This design comes from an exercise in tuning for small area, a short achievable clock period and few clock cycles per item on the open sky130 flow, not from production work.
Function was checked by simulation only, so behaviour that the tests miss may differ from the original.

## R
==> flow/design.v (excerpt) <==
module div_sqrt_top_mvp
  ( 
   input logic                            Clk_CI,
   input logic                            Rst_RBI,
   input logic                            Div_start_SI,
   input logic                            Sqrt_start_SI,
   input logic [C_OP_FP64-1:0]            Operand_a_DI,
   input logic [C_OP_FP64-1:0]            Operand_b_DI,
   input logic [C_RM-1:0]                 RM_SI,     
   input logic [C_FS-1:0]                 Format_sel_SI,   
   input logic                            Kill_SI,
   output logic [C_OP_FP64-1:0]           Result_DO,
   output logic [4:0]                     Fflags_SO,
   output logic                           Ready_SO,
   output logic                           Done_SO
 );
  localparam logic [3:0] S_IDLE = 4'd0,
                         S_PREP = 4'd1,
                         S_NORM = 4'd2,
                         S_ITER = 4'd3,
                         S_DENS = 4'd4,
                         S_N1   = 4'd5;
  localparam int RW = 60;    
  logic [3:0]    State_SP, State_SN;
  logic          Ready_SP, Done_SP;
  logic [RW-1:0] Rem_DP, Rem_DN;       
  logic [53:0]   Div_DP, Div_DN;       
  logic [56:0]   Quo_DP, Quo_DN;       
  logic [11:0]   Exp_a_DP, Exp_a_DN;
  logic [11:0]   Exp_b_DP, Exp_b_DN;
  logic [12:0]   Exp_z_DP, Exp_z_DN;   
  logic [5:0]    Cnt_SP, Cnt_SN;
  logic          Div_SP;               
  logic          DivA_SP, DivB_SP;     
  logic [1:0]    Fmt_SP;
  logic          F32_SP, F64_SP, F16_SP, FALT_SP;    
  logic          OfA_SP, OfA_SN, OfB_SP, OfB_SN;     
  logic [2:0]    RM_SP;
  logic          Sign_z_DP, Sign_z_DN;
  logic          Spc_SP, Spc_SN;       
  logic          Den_SP, Den_SN;       
  logic          Neg_SP, Neg_SN;       
  logic          Shf_SP, Shf_SN;       
  logic          Fst_SP, Fst_SN;       
  logic          Stk_SP, Stk_SN;       
  logic [4:0]    Flags_DP, Flags_DN;
  logic          Start_S, Ld_S;
  assign Start_S = (Div_start_SI | Sqrt_start_SI) & Ready_SP;
  assign Ld_S    = (State_SP == S_IDLE) | (State_SP == S_N1);    
  logic [51:0]   Frac_a_D, Frac_b_D;
  logic [10:0]   Ex_a_D, Ex_b_D;
  logic          Sg_a_D, Sg_b_D;
  always_comb begin
  ...
make LEC_CHECK=0 ABC_AREA=1 CAP_MARGIN=50 CORE_MARGIN=2 CORE_UTILIZATION=45 SLEW_MARGIN=80 finish   # period 15.0 ns
run.sh (not shown) runs the stock make flow with config.mk's settings and CLKGATE_MAP_FILE= SYNTH_SCRIPT=/design/flow/synth_recipe.tcl, a recipe that flattens the netlist after the stock synthesis.
Testbench counts of R, summed over its fixed seeds: cycles 997,238, ops 32,000.
Input-level comparison between Q and R:
==> flow/flow/run.sh (new file) <==
#!/bin/bash
# The standard layout (the standard.sh, unchanged synthesis), with ORFS's
# timing repair asked for 10.7 ns of setup slack on the 15 ns clock, so that it
# keeps improving paths the 15 ns clock alone would leave as they are.
set -euo pipefail
export SETUP_SLACK_MARGIN=10.7
bash standard.sh > standard.log 2>&1
==> flow/standard.sh (new file) <==
#!/bin/bash
# synth_recipe.tcl (not shown) runs the flow's synth.tcl, then flattens the netlist and writes it again
# the make line also repeats each setting of config.mk as NAME=value (left out here)
make -C /OpenROAD-flow-scripts/flow DESIGN_CONFIG=/design/flow/config.mk WORK_HOME=/design/flow/orfs CLKGATE_MAP_FILE= SYNTH_SCRIPT=/design/flow/synth_recipe.tcl "${@:-finish}"
-- flow/config.mk --
<<< R, line 7
export LEC_CHECK = 0
export ABC_AREA = 1
export CAP_MARGIN = 50
export CORE_MARGIN = 2
export CORE_UTILIZATION = 45
export SLEW_MARGIN = 80
>>> Q, line 7
export LEC_CHECK = 0
export ABC_AREA = 1
export CAP_MARGIN = 30
export CORE_MARGIN = 2
export CORE_UTILIZATION = 40
export SLEW_MARGIN = 40
removed: flow/run.sh
### Flow results
No stage failed in Q, and the final checks on the layout all came back clean.
The worst setup slack of Q was superior to that of R.
The launching element of the worst setup path comes out Quo_DP[33] in one run and Quo_DP[44] in the other, namely in R and Q respectively.
Q — sequential cell area in the final layout 0.60% higher, R as reference
As far as number of storage elements in the synthesis netlist goes, R and Q are indistinguishable; the numbers are identical.
When the final numbers for R and Q were put side by side, the sequential share of layout area turned out to be smaller in R.
Compared with R, in Q die area picked up an extra 12%, clock latency on the worst-skew pair saw little to no change.

## re-timing with driven ports
In the flow no input, the clock included, has a driving cell. The finished layouts below were timed again as built, in two steps. Step 1, drivers: a clkbuf_16 drives Clk_CI and a buf_2 each remaining input, both assumed. Step 2, shift: input delay + t, output delay - t, t = (earliest + latest rising clock arrival at the registers) / 2. This alone moves slack from input paths to output paths. Slacks: ideal / step 1 / step 2; pairs: ideal / step 1.
run | shift t [ns] | setup WS [ns] | worst setup path after step 2 | clock arrival spread, ns | cell pins on the clock port's net
R | 0.641 | 10.307 / 10.240 / 10.128 | input to register | 0.020 / 0.021 | 1
Q | 0.625 | 10.710 / 10.647 / 10.165 | input to register | 0.035 / 0.035 | 1
After both steps every run listed still meets setup and hold. For Q, which loses most, drivers alone change the setup slack by -0.063 ns; drivers and shift together by -0.545 ns.
